This is an optimization exercise on Yosys and OpenROAD, whose aim is small area, not a production implementation.
At most, simulation tests tie the RTL to the original design; equivalence was not proved.
Power and IR drop assume default switching activity.

## main
==> flow/design.v <==
module xor_gate(
    input logic [7:0] A,
    input logic [7:0] B,
    output logic [7:0] Y
);
    assign Y = A^B;
endmodule
`timescale 1ns/1ps
module xor_encrypt(
        input logic clk,
        input logic valid_in,
        input logic [7:0] key,
        input logic [255:0] code,
        output logic [255:0] code_out,
        output logic valid_out
);
logic [255:0] d;    
logic [255:0] r;    
logic [7:0] p0;
logic [7:0] bs1_2;
logic [7:0] p1;
logic [7:0] p2;
logic [7:0] bs3_4;
logic [7:0] p3;
logic [7:0] p4;
logic [7:0] bs5_6;
logic [7:0] p5;
logic [7:0] p6;
logic [7:0] bs7_8;
logic [7:0] p7;
logic [7:0] p8;
logic [7:0] bs9_10;
logic [7:0] p9;
logic [7:0] p10;
logic [7:0] bs11_12;
logic [7:0] p11;
logic [7:0] p12;
logic [7:0] bs13_14;
logic [7:0] p13;
logic [7:0] p14;
logic [7:0] bs15_16;
logic [7:0] p15;
logic [7:0] p16;
logic [7:0] bs17_18;
logic [7:0] p17;
logic [7:0] p18;
logic [7:0] bs19_20;
logic [7:0] bs21_22;
logic [7:0] bs23_24;
logic [7:0] bs25_26;
logic [7:0] bs25_27;
logic [7:0] bs28_29;
logic [7:0] bs30_31;
logic [7:0] q19;
logic [7:0] q20;
logic [7:0] q21;
logic [7:0] q22;
logic [7:0] q23;
logic [7:0] q24;
logic [7:0] q25;
logic [7:0] q26;
logic [7:0] q27;
logic [7:0] q28;
logic [7:0] q29;
logic [7:0] q30;
logic [7:0] q31;
xor_gate u_p0 (.A(key), .B(code[7:0]), .Y(p0));
xor_gate u_bs1_2 (.A(code[15:8]), .B(code[23:16]), .Y(bs1_2));
xor_gate u_p1 (.A(p0), .B(code[15:8]), .Y(p1));
xor_gate u_p2 (.A(p0), .B(bs1_2), .Y(p2));
xor_gate u_bs3_4 (.A(code[31:24]), .B(code[39:32]), .Y(bs3_4));
xor_gate u_p3 (.A(p2), .B(code[31:24]), .Y(p3));
xor_gate u_p4 (.A(p2), .B(bs3_4), .Y(p4));
xor_gate u_bs5_6 (.A(code[47:40]), .B(code[55:48]), .Y(bs5_6));
xor_gate u_p5 (.A(p4), .B(code[47:40]), .Y(p5));
xor_gate u_p6 (.A(p4), .B(bs5_6), .Y(p6));
xor_gate u_bs7_8 (.A(code[63:56]), .B(code[71:64]), .Y(bs7_8));
xor_gate u_p7 (.A(p6), .B(code[63:56]), .Y(p7));
xor_gate u_p8 (.A(p6), .B(bs7_8), .Y(p8));
xor_gate u_bs9_10 (.A(code[79:72]), .B(code[87:80]), .Y(bs9_10));
xor_gate u_p9 (.A(p8), .B(code[79:72]), .Y(p9));
xor_gate u_p10 (.A(p8), .B(bs9_10), .Y(p10));
xor_gate u_bs11_12 (.A(code[95:88]), .B(code[103:96]), .Y(bs11_12));
xor_gate u_p11 (.A(p10), .B(code[95:88]), .Y(p11));
xor_gate u_p12 (.A(p10), .B(bs11_12), .Y(p12));
xor_gate u_bs13_14 (.A(code[111:104]), .B(code[119:112]), .Y(bs13_14));
xor_gate u_p13 (.A(p12), .B(code[111:104]), .Y(p13));
xor_gate u_p14 (.A(p12), .B(bs13_14), .Y(p14));
xor_gate u_bs15_16 (.A(code[127:120]), .B(code[135:128]), .Y(bs15_16));
xor_gate u_p15 (.A(p14), .B(code[127:120]), .Y(p15));
xor_gate u_p16 (.A(p14), .B(bs15_16), .Y(p16));
xor_gate u_bs17_18 (.A(code[143:136]), .B(code[151:144]), .Y(bs17_18));
xor_gate u_p17 (.A(p16), .B(code[143:136]), .Y(p17));
xor_gate u_p18 (.A(p16), .B(bs17_18), .Y(p18));
xor_gate u_bs19_20 (.A(code[159:152]), .B(code[167:160]), .Y(bs19_20));
xor_gate u_bs21_22 (.A(code[175:168]), .B(code[183:176]), .Y(bs21_22));
xor_gate u_bs23_24 (.A(code[191:184]), .B(code[199:192]), .Y(bs23_24));
xor_gate u_bs25_26 (.A(code[207:200]), .B(code[215:208]), .Y(bs25_26));
xor_gate u_bs25_27 (.A(bs25_26), .B(code[223:216]), .Y(bs25_27));
xor_gate u_bs28_29 (.A(code[231:224]), .B(code[239:232]), .Y(bs28_29));
xor_gate u_bs30_31 (.A(code[247:240]), .B(code[255:248]), .Y(bs30_31));
xor_gate u_q19 (.A(r[151:144]), .B(r[159:152]), .Y(q19));
xor_gate u_q20 (.A(r[151:144]), .B(r[167:160]), .Y(q20));
xor_gate u_q21 (.A(q20), .B(r[175:168]), .Y(q21));
xor_gate u_q22 (.A(q20), .B(r[183:176]), .Y(q22));
xor_gate u_q23 (.A(q22), .B(r[191:184]), .Y(q23));
xor_gate u_q24 (.A(q22), .B(r[199:192]), .Y(q24));
xor_gate u_q25 (.A(q24), .B(r[207:200]), .Y(q25));
xor_gate u_q26 (.A(q24), .B(r[215:208]), .Y(q26));
xor_gate u_q27 (.A(q24), .B(r[223:216]), .Y(q27));
xor_gate u_q28 (.A(q27), .B(r[231:224]), .Y(q28));
xor_gate u_q29 (.A(q27), .B(r[239:232]), .Y(q29));
xor_gate u_q30 (.A(q29), .B(r[247:240]), .Y(q30));
xor_gate u_q31 (.A(q29), .B(r[255:248]), .Y(q31));
assign d[7:0] = p0;
assign d[15:8] = p1;
assign d[23:16] = p2;
assign d[31:24] = p3;
assign d[39:32] = p4;
assign d[47:40] = p5;
assign d[55:48] = p6;
assign d[63:56] = p7;
assign d[71:64] = p8;
assign d[79:72] = p9;
assign d[87:80] = p10;
assign d[95:88] = p11;
assign d[103:96] = p12;
assign d[111:104] = p13;
assign d[119:112] = p14;
assign d[127:120] = p15;
assign d[135:128] = p16;
assign d[143:136] = p17;
assign d[151:144] = p18;
assign d[159:152] = code[159:152];
assign d[167:160] = bs19_20;
assign d[175:168] = code[175:168];
assign d[183:176] = bs21_22;
assign d[191:184] = code[191:184];
assign d[199:192] = bs23_24;
assign d[207:200] = code[207:200];
assign d[215:208] = bs25_26;
assign d[223:216] = bs25_27;
assign d[231:224] = code[231:224];
assign d[239:232] = bs28_29;
assign d[247:240] = code[247:240];
assign d[255:248] = bs30_31;
always_ff @(posedge clk) begin
    valid_out <= valid_in;
end
always_ff @(posedge clk) begin
    if (valid_in) r <= d;
end
assign code_out[7:0] = r[7:0];
assign code_out[15:8] = r[15:8];
assign code_out[23:16] = r[23:16];
assign code_out[31:24] = r[31:24];
assign code_out[39:32] = r[39:32];
assign code_out[47:40] = r[47:40];
assign code_out[55:48] = r[55:48];
assign code_out[63:56] = r[63:56];
assign code_out[71:64] = r[71:64];
assign code_out[79:72] = r[79:72];
assign code_out[87:80] = r[87:80];
assign code_out[95:88] = r[95:88];
assign code_out[103:96] = r[103:96];
assign code_out[111:104] = r[111:104];
assign code_out[119:112] = r[119:112];
assign code_out[127:120] = r[127:120];
assign code_out[135:128] = r[135:128];
assign code_out[143:136] = r[143:136];
assign code_out[151:144] = r[151:144];
assign code_out[159:152] = q19;
assign code_out[167:160] = q20;
assign code_out[175:168] = q21;
assign code_out[183:176] = q22;
assign code_out[191:184] = q23;
assign code_out[199:192] = q24;
assign code_out[207:200] = q25;
assign code_out[215:208] = q26;
assign code_out[223:216] = q27;
assign code_out[231:224] = q28;
assign code_out[239:232] = q29;
assign code_out[247:240] = q30;
assign code_out[255:248] = q31;
endmodule
==> flow/config.mk <==
export PLATFORM = sky130hd
export DESIGN_NAME = xor_encrypt
export DESIGN_NICKNAME = xor_encrypt
export VERILOG_FILES = /design/flow/design.v
export SDC_FILE = /design/flow/constraint.sdc
export NUM_CORES = 4
export LEC_CHECK = 0
export CAP_MARGIN = 20
export CORE_MARGIN = 2
export CORE_UTILIZATION = 40
export CTS_BUF_LIST = sky130_fd_sc_hd__clkbuf_16
export CTS_CLUSTER_DIAMETER = 120
export CTS_CLUSTER_SIZE = 30
export SLEW_MARGIN = 20
export SYNTH_HIERARCHICAL = 1
export SYNTH_MINIMUM_KEEP_SIZE = 0
==> flow/constraint.sdc <==
create_clock -name core_clock -period 4.0 [get_ports {clk}]
set_input_delay 0.8000 -clock core_clock [delete_from_list [all_inputs] [get_ports {clk}]]
set_output_delay 0.8000 -clock core_clock [all_outputs]
set_load 0.01 [all_outputs]
standard.sh (not shown) runs the stock make flow with config.mk's settings and CLKGATE_MAP_FILE= SYNTH_SCRIPT=/design/flow/synth_recipe.tcl, a recipe that flattens the netlist after the stock synthesis.
==> flow/flow/run.sh <==
#!/bin/bash
# Own layout flow: the standard flow (standard synthesis unchanged) with two changes:
#  - the buffers that global placement puts on every input and output port are the
#    smallest buffer, sky130_fd_sc_hd__buf_1, instead of the default pick;
#  - post_gpl.tcl drops the buffers that timing-driven global placement adds while the
#    clock is still ideal; the repairs after clock tree synthesis add what the real
#    clock timing needs.
# make's full output goes to flow_make.log in this folder; ORFS writes each step's log
# under orfs/logs/.
set -euo pipefail
export BUFFER_PORTS_ARGS="-buffer_cell sky130_fd_sc_hd__buf_1"
export POST_GLOBAL_PLACE_TCL="$PWD/flow/post_gpl.tcl"
bash standard.sh finish > flow_make.log 2>&1
test -f out/final.def
==> flow/flow/post_gpl.tcl <==
# Post global placement hook.
# Drop the buffers that timing-driven global placement added (instances named place*),
# reconnecting their loads to the buffer's input net.
proc drop_place_buffers {} {
  set n 0
  foreach inst [get_cells -quiet place*] {
    set ref [get_property $inst ref_name]
    if { ![regexp {^sky130_fd_sc_hd__(buf|clkbuf)_[0-9]+$} $ref] } { continue }
    set name [get_full_name $inst]
    set in_net [get_nets -of_objects [get_pins $name/A]]
    set out_net [get_nets -of_objects [get_pins $name/X]]
    set loads {}
    foreach pin [get_pins -quiet -of_objects $out_net] {
      if { [get_full_name $pin] != "$name/X" } { lappend loads $pin }
    }
    if { [llength [get_ports -quiet -of_objects $out_net]] > 0 } { continue }
    disconnect_pin $in_net [get_pins $name/A]
    disconnect_pin $out_net [get_pins $name/X]
    foreach pin $loads {
      disconnect_pin $out_net $pin
      connect_pin $in_net $pin
    }
    delete_instance $inst
    delete_net $out_net
    incr n
  }
  puts "Dropped $n placement buffers."
}
drop_place_buffers
Here is what was changed in the inputs of the feature branch compared with main.
diff --git a/flow/design.v b/flow/design.v
--- a/flow/design.v
+++ b/flow/design.v
@@ -40,20 +40,20 @@
 logic [7:0] p14;
 logic [7:0] bs15_16;
 logic [7:0] p15;
 logic [7:0] p16;
 logic [7:0] bs17_18;
+logic [7:0] bs17_19;
 logic [7:0] p17;
 logic [7:0] p18;
-logic [7:0] bs19_20;
-logic [7:0] bs21_22;
-logic [7:0] bs23_24;
-logic [7:0] bs25_26;
-logic [7:0] bs25_27;
+logic [7:0] p19;
+logic [7:0] bs20_21;
+logic [7:0] bs22_23;
+logic [7:0] bs24_25;
+logic [7:0] bs26_27;
 logic [7:0] bs28_29;
 logic [7:0] bs30_31;
-logic [7:0] q19;
 logic [7:0] q20;
 logic [7:0] q21;
 logic [7:0] q22;
 logic [7:0] q23;
 logic [7:0] q24;
@@ -88,28 +88,28 @@
 xor_gate u_p14 (.A(p12), .B(bs13_14), .Y(p14));
 xor_gate u_bs15_16 (.A(code[127:120]), .B(code[135:128]), .Y(bs15_16));
 xor_gate u_p15 (.A(p14), .B(code[127:120]), .Y(p15));
 xor_gate u_p16 (.A(p14), .B(bs15_16), .Y(p16));
 xor_gate u_bs17_18 (.A(code[143:136]), .B(code[151:144]), .Y(bs17_18));
+xor_gate u_bs17_19 (.A(bs17_18), .B(code[159:152]), .Y(bs17_19));
 xor_gate u_p17 (.A(p16), .B(code[143:136]), .Y(p17));
 xor_gate u_p18 (.A(p16), .B(bs17_18), .Y(p18));
-xor_gate u_bs19_20 (.A(code[159:152]), .B(code[167:160]), .Y(bs19_20));
-xor_gate u_bs21_22 (.A(code[175:168]), .B(code[183:176]), .Y(bs21_22));
-xor_gate u_bs23_24 (.A(code[191:184]), .B(code[199:192]), .Y(bs23_24));
-xor_gate u_bs25_26 (.A(code[207:200]), .B(code[215:208]), .Y(bs25_26));
-xor_gate u_bs25_27 (.A(bs25_26), .B(code[223:216]), .Y(bs25_27));
+xor_gate u_p19 (.A(p16), .B(bs17_19), .Y(p19));
+xor_gate u_bs20_21 (.A(code[167:160]), .B(code[175:168]), .Y(bs20_21));
+xor_gate u_bs22_23 (.A(code[183:176]), .B(code[191:184]), .Y(bs22_23));
+xor_gate u_bs24_25 (.A(code[199:192]), .B(code[207:200]), .Y(bs24_25));
+xor_gate u_bs26_27 (.A(code[215:208]), .B(code[223:216]), .Y(bs26_27));
 xor_gate u_bs28_29 (.A(code[231:224]), .B(code[239:232]), .Y(bs28_29));
 xor_gate u_bs30_31 (.A(code[247:240]), .B(code[255:248]), .Y(bs30_31));
-xor_gate u_q19 (.A(r[151:144]), .B(r[159:152]), .Y(q19));
-xor_gate u_q20 (.A(r[151:144]), .B(r[167:160]), .Y(q20));
-xor_gate u_q21 (.A(q20), .B(r[175:168]), .Y(q21));
-xor_gate u_q22 (.A(q20), .B(r[183:176]), .Y(q22));
-xor_gate u_q23 (.A(q22), .B(r[191:184]), .Y(q23));
-xor_gate u_q24 (.A(q22), .B(r[199:192]), .Y(q24));
-xor_gate u_q25 (.A(q24), .B(r[207:200]), .Y(q25));
-xor_gate u_q26 (.A(q24), .B(r[215:208]), .Y(q26));
-xor_gate u_q27 (.A(q24), .B(r[223:216]), .Y(q27));
+xor_gate u_q20 (.A(r[159:152]), .B(r[167:160]), .Y(q20));
+xor_gate u_q21 (.A(r[159:152]), .B(r[175:168]), .Y(q21));
+xor_gate u_q22 (.A(q21), .B(r[183:176]), .Y(q22));
+xor_gate u_q23 (.A(q21), .B(r[191:184]), .Y(q23));
+xor_gate u_q24 (.A(q23), .B(r[199:192]), .Y(q24));
+xor_gate u_q25 (.A(q23), .B(r[207:200]), .Y(q25));
+xor_gate u_q26 (.A(q25), .B(r[215:208]), .Y(q26));
+xor_gate u_q27 (.A(q25), .B(r[223:216]), .Y(q27));
 xor_gate u_q28 (.A(q27), .B(r[231:224]), .Y(q28));
 xor_gate u_q29 (.A(q27), .B(r[239:232]), .Y(q29));
 xor_gate u_q30 (.A(q29), .B(r[247:240]), .Y(q30));
 xor_gate u_q31 (.A(q29), .B(r[255:248]), .Y(q31));
 assign d[7:0] = p0;
@@ -129,19 +129,19 @@
 assign d[119:112] = p14;
 assign d[127:120] = p15;
 assign d[135:128] = p16;
 assign d[143:136] = p17;
 assign d[151:144] = p18;
-assign d[159:152] = code[159:152];
-assign d[167:160] = bs19_20;
-assign d[175:168] = code[175:168];
-assign d[183:176] = bs21_22;
-assign d[191:184] = code[191:184];
-assign d[199:192] = bs23_24;
-assign d[207:200] = code[207:200];
-assign d[215:208] = bs25_26;
-assign d[223:216] = bs25_27;
+assign d[159:152] = p19;
+assign d[167:160] = code[167:160];
+assign d[175:168] = bs20_21;
+assign d[183:176] = code[183:176];
+assign d[191:184] = bs22_23;
+assign d[199:192] = code[199:192];
+assign d[207:200] = bs24_25;
+assign d[215:208] = code[215:208];
+assign d[223:216] = bs26_27;
 assign d[231:224] = code[231:224];
 assign d[239:232] = bs28_29;
 assign d[247:240] = code[247:240];
 assign d[255:248] = bs30_31;
 always_ff @(posedge clk) begin
@@ -167,11 +167,11 @@
 assign code_out[119:112] = r[119:112];
 assign code_out[127:120] = r[127:120];
 assign code_out[135:128] = r[135:128];
 assign code_out[143:136] = r[143:136];
 assign code_out[151:144] = r[151:144];
-assign code_out[159:152] = q19;
+assign code_out[159:152] = r[159:152];
 assign code_out[167:160] = q20;
 assign code_out[175:168] = q21;
 assign code_out[183:176] = q22;
 assign code_out[191:184] = q23;
 assign code_out[199:192] = q24;
### Flow results
Relative to main, the depth of the critical timing path with buffers and inverters included of the feature branch is higher by 4.
Compared with main, in the feature branch overall via count from detail_route went up by about 0.5%; worst setup slack +0.083 ns; clock network fraction of design power comparable; total power increased 0.49%; post-route standard cell area excluding fillers shows no meaningful change.
main reports its origin of the worst setup path as r[146]$_DFFE_PP_ while the feature branch reports key[1].
Between main and the feature branch, the die outline height does not differ in any meaningful way.
Diff main..the feature branch | met1 usage in global routing | negligible
From main to the feature branch the numbers moved as follows: total power per unit cell area essentially unchanged; met3 wire length decreased 1.5%.
main → the feature branch: cell internal power dissipation +about 0.9%; relative max-transition margin now sits higher; first-pass GRT wire length decreased 440 µm.
Function not checked in the feature branch: the RTL went through the layout flow alone.

==> port drivers added, routing unchanged <==
In the flow no input, the clock included, has a driving cell. The finished layouts below were timed again as built, in two steps. Step 1, drivers: a clkbuf_16 drives clk and a buf_2 each remaining input, both assumed. Step 2 adds t to the input delays and takes it off the output delays; t is the mean of the earliest and latest rising clock arrival at the registers after step 1. Input paths then give back, and output paths get back, about the clock's delay inside the block. Slacks: ideal / step 1 / step 2; pairs: ideal / step 1.
run | t (ns) | setup WS [ns] | worst data-port slew with drivers (ns) | cell pins on the clock port's net
main | 0.524 | 0.144 / 0.097 / -0.233 | 0.09 | 1
the feature branch | 0.530 | 0.227 / 0.197 / -0.279 | 0.08 | 1
Met with ideal ports but missed after step 2: setup timing in main and the feature branch. For the feature branch, which loses most, drivers alone change the setup slack by -0.030 ns; drivers and shift together by -0.506 ns.
